Background: an optimization exercise with open tools, aiming at small area. Do not read the settings as production practice.
Function was checked by simulation only, so behaviour that the tests miss may differ from the original.
The clock port is modelled as an ideal driver, which makes a skipped or thinned clock tree look cheaper than it is; a real chip needs a root buffer or a tree.
Power and IR drop assume default switching activity.

==> v10: inputs <==
==> flow/design.v <==
module top
	(
	input CLK,
	input RESET,
	output HSYNC,
	output VSYNC,
	output [7:0] COLOR
	);
	reg [3:0] p;
	reg [4:0] x;
	reg [5:0] q;
	reg [3:0] y;
	wire pend = (p[0]&p[2]&p[3]);	 
	wire x24 = (x[1]&x[3]&x[4]);	 
	wire p4 = (p[2]);	 
	wire hend = x24 & p4;	 
	wire vlast = (y[0]&!y[3]);	 
	wire q59 = (q[0]&q[1]&q[3]&q[4]&q[5]);
	wire q25 = (q[0]&q[3]&q[4]);	 
	wire qend = q59 | (vlast & q25);
	always @(posedge CLK)
		if (RESET | hend | pend) p <= 4'd0;
		else if (1'b1) p <= p + 4'd1;
	always @(posedge CLK)
		if (RESET | hend) x <= 5'd2;
		else if (pend) x <= x + 5'd1;
	always @(posedge CLK)
		if (RESET | (hend & qend)) q <= 6'd0;
		else if (hend) q <= q + 6'd1;
	wire [3:0] y_nx = {((!y[1]) | (y[0]&y[2])), ((y[2]) | (y[1]&!y[3])), ((y[0])), ((!y[1]&y[3]) | (!y[0]&y[3]))};
	always @(posedge CLK)
		if (RESET | (hend & qend & vlast)) y <= 4'd0;
		else if (hend & qend) y <= y_nx;
	wire sa = (x[1]&x[4]) | (x[0]&x[1]&!x[2]&x[3]) | (x[2]&x[4]) | (x[0]&x[4]);
	wire sb = (!x[2]&!x[3]&!x[4]) | (!x[1]&!x[3]&!x[4]);
	wire sc = (x[0]) | (x[1]&x[2]) | (x[3]) | (x[4]);
	wire ga = (!y[2]);
	wire gc = (y[0]&!y[1]&y[2]);
	wire gb = (!y[0]&y[2]) | (y[1]&y[2]);
	wire bit_ = (ga & sa) | (gb & sb) | (gc & sc);
	wire vis = ((!x[4]) | (!x[2]&!x[3]) | (!x[0]&!x[1]&!x[3])) & !vlast;
	wire x19 = (x[0]&!x[1]&x[2]&x[4]);
	wire x20 = (!x[0]&x[1]&x[2]&x[4]);
	wire x21 = (x[0]&x[1]&x[2]&x[4]);
	wire pge8 = (p[3]);
	wire ple3 = (!p[2]&!p[3]);
	wire vs = (q[0]&!q[1]&!q[2]&!q[3]&!q[4]) | (!q[0]&q[1]&!q[2]&!q[3]&!q[4]);
	assign HSYNC = !((x19 & pge8) | x20 | (x21 & ple3));
	assign VSYNC = !(vlast & vs);
	assign COLOR = vis ? (bit_ ? 8'hE0 : 8'h19) : 8'h00;
endmodule
==> flow/flow/run.sh <==
#!/bin/bash
# Standard ORFS layout with these changes:
#  - synthesis maps the logic with an area-oriented ABC script (flow/abc_area.script)
#    and without the half/full-adder cells; everything else is the standard flow's synthesis script;
#  - the port buffers are plain buf_1 cells;
#  - clock tree synthesis uses clkbuf_4 cells, one sink cluster and no dummy loads,
#    and its tree is then collapsed into the root buffer (flow/collapse_clock.tcl).
set -euo pipefail
F=$PWD/flow
{ head -1 synth_recipe.tcl; cat $F/abc_proc.tcl; tail -n +2 synth_recipe.tcl; } > synth_area.tcl
sed "s#SYNTH_SCRIPT=[^ ]*#SYNTH_SCRIPT=$PWD/synth_area.tcl#" standard.sh > standard_area.sh
export AREA_ABC_SCRIPT=$F/abc_area.script
export ADDER_MAP_FILE=
export BUFFER_PORTS_ARGS="-buffer_cell sky130_fd_sc_hd__buf_1"
export CTS_ARGS="-sink_clustering_enable -repair_clock_nets -buf_list sky130_fd_sc_hd__clkbuf_4 -root_buf sky130_fd_sc_hd__clkbuf_8 -sink_clustering_size 30 -sink_clustering_max_diameter 100 -dont_use_dummy_load"
bash standard_area.sh cts > standard_cts.log 2>&1
CTS_ODB=$PWD/orfs/results/sky130hd/top/base/4_cts.odb openroad -no_init -exit $F/collapse_clock.tcl > collapse_clock.log 2>&1
bash standard_area.sh > standard.log 2>&1
==> flow/flow/abc_area.script <==
strash
&get -n
&deepsyn -J 50 -S 1
&dch -f
&nf -a -R 1000
&put
==> flow/flow/abc_proc.tcl <==
# Use an area-oriented ABC script for technology mapping.
proc abc {args} {
  set out {}
  set skip 0
  foreach a $args {
    if {$skip} { set skip 0; continue }
    if {$a eq "-script"} { lappend out -script $::env(AREA_ABC_SCRIPT); set skip 1; continue }
    if {$a eq "-D" || $a eq "-constr"} { set skip 1; continue }
    lappend out $a
  }
  yosys abc {*}$out
}
==> flow/flow/collapse_clock.tcl <==
# Collapse the clock tree that CTS built into its root buffer: every clock sink
# is moved from the leaf buffers' nets to the root buffer's net, and the leaf
# buffers are removed, so one buffer drives all the flip-flops' clock pins.
set odb $::env(CTS_ODB)
read_db $odb
set block [ord::get_db_block]
set root ""
foreach inst [$block getInsts] {
  set a [$inst findITerm A]
  if {$a eq "NULL" || $a eq ""} { continue }
  set n [$a getNet]
  if {$n ne "NULL" && $n ne "" && [$n getName] eq "CLK"} {
    set root $inst
  }
}
if {$root eq ""} { error "no clock root buffer found" }
set rootnet [[$root findITerm X] getNet]
puts "root buffer [$root getName] ([[$root getMaster] getName]) drives [$rootnet getName]"
set removed 0
foreach it [$rootnet getITerms] {
  set inst [$it getInst]
  if {$inst eq $root} { continue }
  set m [[$inst getMaster] getName]
  if {![string match "sky130_fd_sc_hd__clkbuf_*" $m]} { continue }
  set outnet [[$inst findITerm X] getNet]
  foreach sit [$outnet getITerms] {
    if {[$sit getInst] eq $inst} { continue }
    $sit disconnect
    $sit connect $rootnet
  }
  $it disconnect
  [$inst findITerm X] disconnect
  odb::dbInst_destroy $inst
  odb::dbNet_destroy $outnet
  incr removed
}
puts "removed $removed leaf buffers; root net now has [llength [$rootnet getITerms]] pins"
write_db $odb
==> flow/standard.sh <==
#!/bin/bash
# synth_recipe.tcl (not shown) runs the flow's synth.tcl, then flattens the netlist and writes it again
# the make line also repeats each setting of config.mk as NAME=value (left out here)
make -C /OpenROAD-flow-scripts/flow DESIGN_CONFIG=/design/flow/config.mk WORK_HOME=/design/flow/orfs CLKGATE_MAP_FILE= SYNTH_SCRIPT=/design/flow/synth_recipe.tcl "${@:-finish}"
==> flow/config.mk <==
export PLATFORM = sky130hd
export DESIGN_NAME = top
export DESIGN_NICKNAME = top
export VERILOG_FILES = /design/flow/design.v
export SDC_FILE = /design/flow/constraint.sdc
export NUM_CORES = 4
export LEC_CHECK = 0
export CAP_MARGIN = 20
export CORE_AREA = 4 4 76 76
export DIE_AREA = 0 0 80 80
export PLACE_DENSITY = 0.6
export SLEW_MARGIN = 20
==> flow/constraint.sdc <==
create_clock -name core_clock -period 10.0 [get_ports {CLK}]
set_input_delay 2.0000 -clock core_clock [delete_from_list [all_inputs] [get_ports {CLK}]]
set_output_delay 2.0000 -clock core_clock [all_outputs]
set_load 0.01 [all_outputs]
==> inputs of v19, as changes to v10 <==
==> flow/design.v, changed modules only <==
module top
	(
	input CLK,
	input RESET,
	output HSYNC,
	output VSYNC,
	output [7:0] COLOR
	);
	reg [3:0] p;	 
	reg [4:0] x;	 
	reg [5:0] q;	 
	reg [3:0] y;	 
	wire pc = &p;					 
	wire hend = x[4] & x[3] & p[2] & p[1];		 
	wire clr = RESET | hend;
	wire vlast = y[3] & y[1];			 
	wire qend = q[4] & q[3] & q[0] & ((q[5] & q[1]) | vlast);	 
	wire [3:0] pn = p + 4'd1;
	always @(posedge CLK) begin
		p <= {pn[3] & !clr, pn[2] & !clr, pn[1] | pc | clr, pn[0] & !clr};
		x <= clr ? 5'd0 : x + {4'd0, pc};
		if (RESET) begin
			q <= 0; y <= 0;
		end else if (hend) begin
			q <= qend ? 6'd0 : q + 6'd1;
			if (qend) y <= vlast ? 4'd0 : y + 4'd1;
		end
	end
	reg bit_;
	always @(*) begin
		case (y)
			4'd5, 4'd6, 4'd8, 4'd9: bit_ = !x[4] & !x[3] & !x[2];
			4'd7: bit_ = x[4] | x[3] | x[2] | x[0];
			default: bit_ = x[4] | (x[3] & x[0] & (x[2] ~^ x[1]));
		endcase
	end
	wire vis = !(x[4] & (x[3] | x[2] | (x[1] & x[0]))) & !vlast;	 
	assign HSYNC = !((x == 5'd19 && p[3] && (p[2] | p[1])) || (x[4] & x[2] & !x[1] & (!x[0] | !p[3] & !(p[2] & p[1]))));
	assign VSYNC = !(vlast & !q[5] & !q[4] & !q[3] & !q[2] & (q[1] ^ q[0]));
	assign COLOR = vis ? (bit_ ? 8'hE0 : 8'h19) : 8'h00;
endmodule
==> flow/flow/run.sh (replaced) <==
#!/bin/bash
# Standard ORFS layout with two changes:
#  - synthesis maps the logic with an area-oriented ABC script (flow/abc_area.script)
#    and without the half/full-adder cells; everything else is the standard flow's synthesis script;
#  - the port buffers are plain buf_1 cells.
set -euo pipefail
F=$PWD/flow
{ head -1 synth_recipe.tcl; cat $F/abc_proc.tcl; tail -n +2 synth_recipe.tcl; } > synth_area.tcl
sed "s#SYNTH_SCRIPT=[^ ]*#SYNTH_SCRIPT=$PWD/synth_area.tcl#" standard.sh > standard_area.sh
export AREA_ABC_SCRIPT=$F/abc_area.script
export ADDER_MAP_FILE=
export BUFFER_PORTS_ARGS="-buffer_cell sky130_fd_sc_hd__buf_1"
bash standard_area.sh > standard.log 2>&1
removed: flow/flow/collapse_clock.tcl
==> inputs of v24, as changes to v10 <==
==> flow/flow/run.sh (replaced) <==
#!/bin/bash
# Standard ORFS layout with these changes:
#  - synthesis maps the logic with an area-oriented ABC script (flow/abc_area.script)
#    and without the half/full-adder cells; everything else is the standard flow's synthesis script;
#  - the port buffers are plain buf_1 cells;
#  - clock tree synthesis uses clkbuf_4 cells, one sink cluster and no dummy loads.
set -euo pipefail
F=$PWD/flow
{ head -1 synth_recipe.tcl; cat $F/abc_proc.tcl; tail -n +2 synth_recipe.tcl; } > synth_area.tcl
sed "s#SYNTH_SCRIPT=[^ ]*#SYNTH_SCRIPT=$PWD/synth_area.tcl#" standard.sh > standard_area.sh
export AREA_ABC_SCRIPT=$F/abc_area.script
export ADDER_MAP_FILE=
export BUFFER_PORTS_ARGS="-buffer_cell sky130_fd_sc_hd__buf_1"
export CTS_ARGS="-sink_clustering_enable -repair_clock_nets -buf_list sky130_fd_sc_hd__clkbuf_4 -root_buf sky130_fd_sc_hd__clkbuf_4 -sink_clustering_size 30 -sink_clustering_max_diameter 100 -dont_use_dummy_load"
bash standard_area.sh > standard.log 2>&1
removed: flow/flow/collapse_clock.tcl
==> run notes <==
| item | v10 | v19 | v24 |
|---|---|---|---|
| Result of the run | complete, no violations | complete, no violations | complete, no violations |
| Clk. pwr | 28.7 uW | 51.6 uW | 36.0 uW |
| Top-count cell post-synth | nor2_1 | - | nor2_1 |
| Multi-input gate area | 435 um^2 | 438 um^2 | 435 um^2 |
| Cell at the root of the clock tree | - | clkbuf_8 | clkbuf_4 |
| Depth of the critical timing path with buffers and inverters included | 7 | 6 | 7 |
| Wire length on met3 | 174 um | 166 um | 172 um |
| Static Leakage | 0.000332 uW | 0.000330 uW | 0.000339 uW |
| Crit path DAT | 1490 ps | 1650 ps | 1620 ps |
| Relative area change from synthesis to final layout | 10.5% | 13.9% | 11.5% |
| Number of cells in the design after placement | 180 | 184 | 180 |
| Final WS setup | 6510 ps | 6350 ps | 6380 ps |
| Yosys top cell area share | 44.4% | 43.5% | 44.4% |
| Final standard cell utilization of the core | 19.4% | 20.4% | 19.6% |
| VDD IR max | 56.1 uV | 40.2 uV | 34.0 uV |
| Fraction of area in clock buffers and inverters | 1.45% | 4.52% | 2.36% |
| Delay of the slowest cell on the worst path | 500 ps | 390 ps | 500 ps |
| Seq/Total Area, Yosys | 44.4% | 43.5% | 44.4% |

what the ideal ports hide:
The results above use ideal ports. As a check the final layouts listed here were re-extracted and re-timed, cells and wires unchanged. Step 1 sets driving cells, clkbuf_16 on the clock port and buf_2 on the other inputs (assumed; they add their load-dependent delay and slew). Step 2, shift: input delay + t, output delay - t, t = (earliest + latest rising clock arrival at the registers) / 2. This alone moves slack from input paths to output paths. Three values: ideal ports, drivers, drivers and shift; two values: the first two.
run	shift t [ns]	setup WS [ns]	worst hold slack (ns)
v10	0.189	6.506 / 6.483 / 6.672	0.499 / 0.499 / 0.499
v19	0.273	6.352 / 6.327 / 6.600	0.468 / 0.468 / 0.468
v24	0.312	6.383 / 6.361 / 6.673	0.496 / 0.496 / 0.496
After both steps every run listed still meets setup and hold.
